Source: an optimization exercise on an open RTL-to-GDS flow (aim: small area, a short achievable clock period and few clock cycles). Production flows keep margins and buffers that such runs may drop.
In this exercise RTL edits were held to simulation tests only and were not proved equivalent to the original.

==> quartz: inputs <==
// rv32im_core
module rv32im_core #(
    parameter DATA_WIDTH = 32
) (
    input   logic clk,
    input   logic rst,
    output  logic [DATA_WIDTH-1:0] imem_addr,
    input   logic [DATA_WIDTH-1:0] imem_rdata,
    output  logic [DATA_WIDTH-1:0] dmem_addr,
    output  logic                  dmem_we,
    output  logic [1:0]            dmem_size,
    output  logic [DATA_WIDTH-1:0] dmem_wdata,
    input   logic [DATA_WIDTH-1:0] dmem_rdata,
    output  logic [DATA_WIDTH-1:0] a0
);
Settings: LEC_CHECK=0, CAP_MARGIN=30, CORE_MARGIN=2, CORE_UTILIZATION=55, CTS_CLUSTER_DIAMETER=80, CTS_CLUSTER_SIZE=25, SLEW_MARGIN=30; clock period 20.0 ns.
standard.sh (not shown) runs the stock make flow with config.mk's settings and CLKGATE_MAP_FILE= SYNTH_SCRIPT=/design/flow/synth_recipe.tcl, a recipe that flattens the netlist after the stock synthesis.
==> flow/flow/run.sh <==
#!/bin/bash
# Layout flow: the standard layout (standard.sh, every ORFS step unchanged)
# with two settings changed:
#  * SETUP_SLACK_MARGIN: timing repair (floorplan, CTS, global route) is asked
#    for more setup slack than the standard settings allow, so that it also
#    speeds up paths that already meet the 20 ns clock. The clock period and
#    the constraints (constraint.sdc) are the design's own.
#  * BUFFER_PORTS_ARGS: the buffers that global placement puts on every input
#    and output port are sky130_fd_sc_hd__buf_4 instead of the default choice
#    (a clkdlybuf4s50 delay cell).
# ORFS writes each step's full log under orfs/logs/; make's own output goes to
# standard.log in this folder.
set -euo pipefail
bash standard.sh SETUP_SLACK_MARGIN=14.8 "BUFFER_PORTS_ARGS=-buffer_cell sky130_fd_sc_hd__buf_4" finish > standard.log 2>&1
==> garnet (differences from quartz) <==
--- a/flow/design.v
+++ b/flow/design.v
@@ -1,16 +1,14 @@
 module regfile (
     input  logic        clk,
     input  logic        rst,
     input  logic        we,       
     input  logic [4:0]  wa,
     input  logic [31:0] wd,
-    input  logic [3:0]  ra1_lo,
-    input  logic [7:0]  ra1_hi,
-    input  logic [3:0]  ra2_lo,
-    input  logic [7:0]  ra2_hi,
+    input  logic [4:0]  ra1,
+    input  logic [4:0]  ra2,
     output logic [31:0] rd1,
     output logic [31:0] rd2,
     output logic [31:0] x10
 );
     logic [31:0] r [0:31];
     logic [31:0] v;
@@ -35,26 +33,24 @@
     end
     logic [31:0] o1, o2;
     always_comb begin
         o1 = 32'b0;
         o2 = 32'b0;
         for (int i = 1; i < 32; i++) begin
-            o1 = o1 | (r[i] & {32{ra1_lo[i % 4] & ra1_hi[i / 4] & v[i]}});
-            o2 = o2 | (r[i] & {32{ra2_lo[i % 4] & ra2_hi[i / 4] & v[i]}});
+            o1 = o1 | (r[i] & {32{ra1 == i && v[i]}});
+            o2 = o2 | (r[i] & {32{ra2 == i && v[i]}});
         end
     end
     assign rd1 = o1;
     assign rd2 = o2;
     assign x10 = r[10];
 endmodule
 module muldiv (
     input  logic        clk,
     input  logic        rst,
     input  logic        start,
-    input  logic        sga,      
-    input  logic        sgb,      
     input  logic [2:0]  f3,
     input  logic [31:0] a,
     input  logic [31:0] b,
     input  logic [4:0]  rd,
     input  logic        slot,     
     output logic        busy,
@@ -71,31 +67,25 @@
     logic [31:0] r2;    
     logic [31:0] r3;    
     logic [4:0]  cnt;
     logic        is_div, sel_hi, neg;
     assign busy = (state != IDLE);
     logic sa, sb;
-    assign sa = a[31] & sga;
-    assign sb = b[31] & sgb;
+    assign sa = a[31] & ((f3 == 3'd1) | (f3 == 3'd2) | (f3 == 3'd4) | (f3 == 3'd6));
+    assign sb = b[31] & ((f3 == 3'd1) | (f3 == 3'd4) | (f3 == 3'd6));
     logic [32:0] ma_x, mb_x;
     assign ma_x = {a ^ {32{sa}}, 1'b1} + {32'b0, sa};
     assign mb_x = {b ^ {32{sb}}, 1'b1} + {32'b0, sb};
     logic [31:0] ma, mb;
     assign ma = ma_x[32:1];
     assign mb = mb_x[32:1];
     logic [5:0] za, zb, z1, z3;
     logic [5:0] kdiff;
     lzc32 lza (.x(ma), .z(za));
     lzc32 lzb (.x(mb), .z(zb));
     assign kdiff = z3 - z1;
-    logic [6:0] zsum;
-    logic       mfirst, mhe, mnz;
-    assign zsum   = {1'b0, z1} + {1'b0, z3};
-    assign mfirst = (state == RUN) & ~is_div & (cnt == 5'd3);
-    assign mhe    = mfirst & sel_hi & (zsum[6] | zsum[5]);
-    assign mnz    = ~z1[5] & ~z3[5];       
     logic [39:0] pp [0:9];
     assign pp[0] = {8'b0, r1};
     assign pp[1] = {8'b0, r4};
     for (genvar i = 0; i < 8; i++) begin : g_pp
         assign pp[i + 2] = {8'b0, r3 & {32{r2[i]}}} << i;
     end
@@ -113,35 +103,35 @@
     assign s2b = fa_s(c1b, s1c, c1c);        assign c2b = fa_c(c1b, s1c, c1c);
     assign s3a = fa_s(s2a, c2a, s2b);        assign c3a = fa_c(s2a, c2a, s2b);
     assign s4a = fa_s(s3a, c3a, c2b);        assign c4a = fa_c(s3a, c3a, c2b);
     assign cx  = fa_s(s4a, c4a, pp[1]);      assign cy  = fa_c(s4a, c4a, pp[1]);
     logic [9:0] lsum;       
     assign lsum = {1'b0, cx[7:0], 1'b1} + {1'b0, cy[7:0], ci};
+    logic [33:0] dsub;
+    assign dsub = {1'b0, r1, 1'b1} + {1'b0, ~r3, 1'b1};
+    logic ge;               
+    assign ge = dsub[33];
     logic direct, early;
-    assign direct = 1'b0;    
+    assign direct = (state == RUN) & ~is_div & ~sel_hi & (cnt == 5'd0);    
     assign early  = (state == NORM) & (z3[5] | (z3 < z1));                  
-    assign inj    = slot & ((state == DONE) | direct | early | mhe);
-    assign inj_r  = slot & ((state == DONE) | direct | mhe);      
+    assign inj    = slot & ((state == DONE) | direct | early);
+    assign inj_r  = slot & ((state == DONE) | direct);      
     logic        mhi;
     logic [31:0] nmask, ra, rb;
     logic [1:0]  rk;
     assign mhi   = sel_hi & ~is_div;
     assign nmask = {32{neg}};
     assign ra    = (mhi ? r1 : (sel_hi ? r1 : r2)) ^ nmask;
     assign rb    = mhi ? (r4 ^ nmask) : 32'b0;
     assign rk    = mhi ? (neg ? {1'b0, ~ci} + {1'b0, r2 == 32'b0} : {1'b0, ci}) : {1'b0, neg};
-    logic        divrun;
-    logic [32:0] rsum;
-    assign divrun = is_div & (state == RUN);
-    assign rsum   = {1'b0, divrun ? r1 : ra} + {1'b0, divrun ? ~r3 : rb} + {31'b0, divrun ? 2'd1 : rk};
-    logic ge;               
-    assign ge = rsum[32];
+    logic [31:0] rsum;
+    assign rsum  = ra + rb + {30'b0, rk};
     always_comb begin
-        if (state == DONE)      result = rsum[31:0];
-        else if (state == NORM) result = sel_hi ? rsum[31:0] : {32{z3[5]}};
-        else                    result = {32{neg & mnz}};      
+        if (state == DONE)      result = rsum;
+        else if (state == NORM) result = sel_hi ? rsum : {32{z3[5]}};
+        else                    result = {lsum[8:1], r2[31:8]};
     end
     always_ff @(posedge clk) begin
         if (rst) begin
             state <= IDLE;
         end else begin
             case (state)
@@ -160,14 +150,12 @@
                     end else begin
                         r1     <= 32'b0;
                         r4     <= 32'b0;
                         ci     <= 1'b0;
                         r2     <= mb;
                         r3     <= ma;
-                        z1     <= za;
-                        z3     <= zb;
                         sel_hi <= (f3[1:0] != 2'd0);
                         neg    <= sa ^ sb;
                         cnt    <= 5'd3;
                         state  <= RUN;
                     end
                 end
@@ -183,26 +171,23 @@
                         cnt   <= kdiff[4:0];
                         state <= RUN;
                     end
                 end
                 RUN: begin
                     if (is_div) begin
-                        if (ge) r1 <= rsum[31:0];
+                        if (ge) r1 <= dsub[32:1];
                         r2 <= {r2[30:0], ge};
                         r3 <= {1'b0, r3[31:1]};
-                    end else if (mhe) begin
-                        r2 <= {31'b0, mnz};      
                     end else begin
                         r1 <= cx[39:8];
                         r4 <= cy[39:8];
                         ci <= lsum[9];
                         r2 <= {lsum[8:1], r2[31:8]};
                     end
                     cnt <= cnt - 5'd1;
-                    if (mhe) state <= slot ? IDLE : DONE;
-                    else if (cnt == 5'd0) state <= (direct & slot) ? IDLE : DONE;
+                    if (cnt == 5'd0) state <= (direct & slot) ? IDLE : DONE;
                 end
                 DONE: if (slot) state <= IDLE;
             endcase
         end
     end
 endmodule
@@ -248,13 +233,12 @@
 );
     logic [9:0]  pc_f;
     logic [31:0] ins_d;
     logic [9:0]  pc_d;
     logic        v_d, pred_d;
     logic        v_e, we_e, ld_e, st_e, br_e, jalr_e, md_e;
-    logic        sga_e, sgb_e;      
     logic        c_eq_e, c_lt_e, c_ltu_e, c_inv_e;
     logic [4:0]  shamt_e;
     logic        we_ev, ld_ev, md_ev;       
     logic [31:0] rv1_e, rv2_e, bop_e;
     logic [10:0] alt_e;
     logic [2:0]  f3_e;
@@ -283,40 +267,28 @@
     assign f_bb   = (imem_rdata[6:2] == 5'b11000) & imem_rdata[31];
     assign f_pred = f_jal | f_bb;
     add10 f_addj (.a(pc_f), .b({imem_rdata[20], imem_rdata[30:22]}), .s(f_tj));
     add10 f_addb (.a(pc_f), .b({imem_rdata[7], imem_rdata[30:25], imem_rdata[11:9]}), .s(f_tb));
     assign f_inc  = pc_f + 10'd1;
     assign f_next = f_jal ? f_tj : (f_bb ? f_tb : f_inc);
-    logic       pc_keep;
-    logic [9:0] pc_alt, next_d;
-    assign pc_keep = rst | redir_e | stall_d;
-    assign pc_alt  = rst ? 10'd0 : (redir_e ? tgt_e : next_d);
     always_ff @(posedge clk) begin
-        pc_f <= pc_keep ? pc_alt : f_next;
+        if (rst) begin
+            pc_f <= 10'd0;
+        end else if (redir_e) begin
+            pc_f <= tgt_e;
+        end else if (!stall_d) begin
+            pc_f <= f_next;
+        end
     end
-    logic       f_nors1;
-    logic [4:0] f_rs1;
-    logic [3:0] f_r1lo, f_r2lo, r1lo_d, r2lo_d;
-    logic [7:0] f_r1hi, f_r2hi, r1hi_d, r2hi_d;
-    assign f_nors1 = (imem_rdata[6:2] == 5'b01101) | (imem_rdata[6:2] == 5'b00101) | (imem_rdata[6:2] == 5'b11011);
-    assign f_rs1   = f_nors1 ? 5'd0 : imem_rdata[19:15];
-    assign f_r1lo  = 4'b0001 << f_rs1[1:0];
-    assign f_r1hi  = 8'b0000_0001 << f_rs1[4:2];
-    assign f_r2lo  = 4'b0001 << imem_rdata[21:20];
-    assign f_r2hi  = 8'b0000_0001 << imem_rdata[24:22];
     always_ff @(posedge clk) begin
         if (rst | redir_e) v_d <= 1'b0;
         else if (!stall_d) v_d <= 1'b1;
         if (!stall_d) begin
             ins_d  <= imem_rdata;
             pc_d   <= pc_f;
             pred_d <= f_pred;
-            r1lo_d <= f_r1lo;
-            r1hi_d <= f_r1hi;
-            r2lo_d <= f_r2lo;
-            r2hi_d <= f_r2hi;
         end
     end
     logic [4:0] op;
     logic [2:0] f3;
     logic is_lui, is_auipc, is_jal, is_jalr, is_br, is_ld, is_st, is_opi, is_op;
     assign op  = ins_d[6:2];
@@ -341,13 +313,13 @@
     assign ld_d  = is_ld & rd_nz;
     assign wr_d  = (is_lui | is_auipc | is_jal | is_jalr | is_ld | is_opi | (is_op & ~ins_d[25])) & rd_nz;
     logic [31:0] rv1, rv2;
     regfile rf (
         .clk(clk), .rst(rst),
         .we(we_rf), .wa(wa_rf), .wd(wd_rf),
-        .ra1_lo(r1lo_d), .ra1_hi(r1hi_d), .ra2_lo(r2lo_d), .ra2_hi(r2hi_d),
+        .ra1(rs1), .ra2(rs2),
         .rd1(rv1), .rd2(rv2),
         .x10(a0)
     );
     logic fe1, fm1, fe2, fm2, fu1, fu2;
     assign we_ev = we_e & v_e;
     assign ld_ev = ld_e & v_e;
@@ -367,17 +339,15 @@
     assign hz_busy = u_busy & ~u_injr & ((rs1 == u_rd) | (use2 & (rs2 == u_rd)) | ((wr_d | md_d) & (rd == u_rd)));
     assign hz_unit = md_d & ((u_busy & ~u_injr) | md_ev);
     assign stall_d = v_d & (hz_late | hz_waw | hz_busy | hz_unit);
     logic go_d;       
     assign go_d = v_d & ~stall_d & ~redir_e;
     logic [10:0] pc1_d;
-    logic [9:0]  btgt_d, jtgt_d;
+    logic [9:0]  btgt_d;
     assign pc1_d  = {1'b0, pc_d} + 11'd1;
     assign btgt_d = pc_d + {ins_d[7], ins_d[30:25], ins_d[11:9]};
-    assign jtgt_d = pc_d + {ins_d[20], ins_d[30:22]};
-    assign next_d = pred_d ? (is_jal ? jtgt_d : btgt_d) : pc1_d[9:0];
     logic [31:0] imm_d;
     always_comb begin
         if (is_st)         imm_d = {{20{ins_d[31]}}, ins_d[31:25], ins_d[11:7]};
         else if (is_lui)   imm_d = {ins_d[31:12], 12'b0};
         else if (is_auipc) imm_d = {ins_d[31:12], pc_d, 2'b00};
         else if (is_jal)   imm_d = {19'b0, pc1_d, 2'b00};
@@ -396,14 +366,12 @@
         we_e    <= wr_d;
         ld_e    <= ld_d;
         st_e    <= is_st;
         br_e    <= is_br;
         jalr_e  <= is_jalr;
         md_e    <= md_d;
-        sga_e   <= (f3 == 3'd1) | (f3 == 3'd2) | (f3 == 3'd4) | (f3 == 3'd6);
-        sgb_e   <= (f3 == 3'd1) | (f3 == 3'd4) | (f3 == 3'd6);
         c_eq_e  <= ~f3[2];
         c_lt_e  <= f3[2] & ~f3[1];
         c_ltu_e <= f3[2] & f3[1];
         c_inv_e <= f3[0] ^ pred_d;
         shamt_e <= b_d[4:0];
         rv1_e   <= o1;
@@ -456,13 +424,13 @@
     logic taken;
     assign taken   = (c_eq_e & eq) | (c_lt_e & lt) | (c_ltu_e & ltu);
     assign redir_e = v_e & ((br_e & (taken ^ c_inv_e)) | jalr_e);
     assign tgt_e   = jalr_e ? sum[11:2] : alt_e[9:0];
     muldiv mdu (
         .clk(clk), .rst(rst),
-        .start(md_ev), .sga(sga_e), .sgb(sgb_e), .f3(f3_e), .a(rv1_e), .b(rv2_e), .rd(rd_e),
+        .start(md_ev), .f3(f3_e), .a(rv1_e), .b(rv2_e), .rd(rd_e),
         .slot(~we_m),
         .busy(u_busy), .inj(u_inj), .inj_r(u_injr), .prd(u_rd), .result(u_res)
     );
     always_ff @(posedge clk) begin
         if (rst) begin
             we_m <= 1'b0; ld_m <= 1'b0; st_m <= 1'b0;
@@ -470,13 +438,13 @@
             we_m <= we_ev; ld_m <= ld_ev; st_m <= st_e & v_e;
         end
         res_m <= res_e;
         sd_m  <= rv2_e;
         rd_m  <= rd_e;
         f3_m  <= f3_e;
-        sz_m  <= f3_e[1:0] & {2{st_e}};     
+        sz_m  <= f3_e[1:0];
     end
     assign dmem_addr  = res_m;
     assign dmem_we    = st_m;
     assign dmem_size  = sz_m;
     assign dmem_wdata = sd_m;
     always_comb begin
--- a/flow/flow/run.sh
+++ b/flow/flow/run.sh
@@ -8,7 +8,7 @@
 #  * BUFFER_PORTS_ARGS: the buffers that global placement puts on every input
 #    and output port are sky130_fd_sc_hd__buf_4 instead of the default choice
 #    (a clkdlybuf4s50 delay cell).
 # ORFS writes each step's full log under orfs/logs/; make's own output goes to
 # standard.log in this folder.
 set -euo pipefail
-bash standard.sh SETUP_SLACK_MARGIN=14.8 "BUFFER_PORTS_ARGS=-buffer_cell sky130_fd_sc_hd__buf_4" finish > standard.log 2>&1
+bash standard.sh SETUP_SLACK_MARGIN=14.6 "BUFFER_PORTS_ARGS=-buffer_cell sky130_fd_sc_hd__buf_4" finish > standard.log 2>&1
CAP_MARGIN = 20   (was 30)
CORE_UTILIZATION = 40   (was 55)
CTS_CLUSTER_DIAMETER = unset   (was 80)
CTS_CLUSTER_SIZE = unset   (was 25)
SLEW_MARGIN = 20   (was 30)
==> pepper (differences from quartz) <==
CORE_UTILIZATION = 58   (was 55)
CTS_CLUSTER_DIAMETER = 60   (was 80)
CTS_CLUSTER_SIZE = 20   (was 25)
==> results.cfg <==
[power]
clock_power_share = 0.174

[min_path]
holdPathStages = 0

[synth]
synth_area_leaders = edfxtp_1 (40%), dfxtp_1 (6.6%), fa_1 (5.7%), a22oi_1 (3.8%), ha_1 (3.0%)

[cells_and_area]
buffers = 610
multi_input_area_um2 = 45550

[die]
coreArea_um2 = 160400

[sta]
slew_headroom = 0.1698

[global_route]
grt_util_met3 = 0.2262

[outcome]
status = finished clean
the above is filed under quartz

==> results.cfg <==
[cells_and_area]
multi_input_area_um2 = 45580
buffers = 644

[clocking]
cts.sinks = 1473
post_cts_resized = 494

[power]
clock_power_share = 0.201

[sta]
slew_headroom = 0.09322
setup_ws_ps = 14430
final_hold_viol_count = 0

[synth]
synth_adder_area_share = 0.08735
synth_area_leaders = edfxtp_1 (40%), dfxtp_1 (6.6%), fa_1 (5.7%), a22oi_1 (3.8%), ha_1 (3.0%)

[outcome]
status = finished clean

[die]
coreArea_um2 = 151900
io_pins = 197

[global_route]
grt_util_met3 = 0.2423

[min_path]
holdPathStages = 1
the above is filed under pepper

==> results.cfg <==
[cells_and_area]
buffers = 627
multi_input_area_um2 = 45440

[min_path]
holdPathStages = 0

[power]
clock_power_share = 0.217

[sta]
slew_headroom = 0.08290

[die]
coreArea_um2 = 219500

[outcome]
status = finished clean

[synth]
synth_area_leaders = edfxtp_1 (39%), dfxtp_1 (6.6%), fa_1 (5.7%), a22oi_1 (5.1%), ha_1 (3.3%)

[setup_path]
cp.depth = 12
the above is filed under garnet

Testbench counts of quartz, summed over its fixed seeds: cycles 38,201.
Testbench counts of garnet, summed over its fixed seeds: cycles 39,946.
Testbench counts of pepper, summed over its fixed seeds: cycles 38,201.

-- afterwards: timing with drivers on the ports --
How much do the figures lean on ideal ports? The routed layouts below were timed once more, with nothing changed but the port constraints. Step 1 assumes that a clkbuf_16 drives the clock port and a buf_2 every other input. Step 2 times the ports against the registers' clock, not the clock port: input delays grow and output delays shrink by t, the midpoint of the rising clock arrivals with the driver on. a / b / c = ideal / step 1 / step 2; a / b = the first two.
run | t (ns) | slack for setup (ns) | worst setup path after step 2 | slew at the worst register clock pin (ns)
quartz | 0.854 | 14.638 / 14.549 / 13.830 | input to register | 0.11 / 0.11
garnet | 0.951 | 14.274 / 14.274 / 13.642 | input to register | 0.07 / 0.07
pepper | 0.892 | 14.427 / 14.447 / 13.554 | input to register | 0.09 / 0.09
After both steps setup and hold are still met in every run listed. For pepper, which loses most, drivers alone change the setup slack by +0.020 ns; drivers and shift together by -0.873 ns.
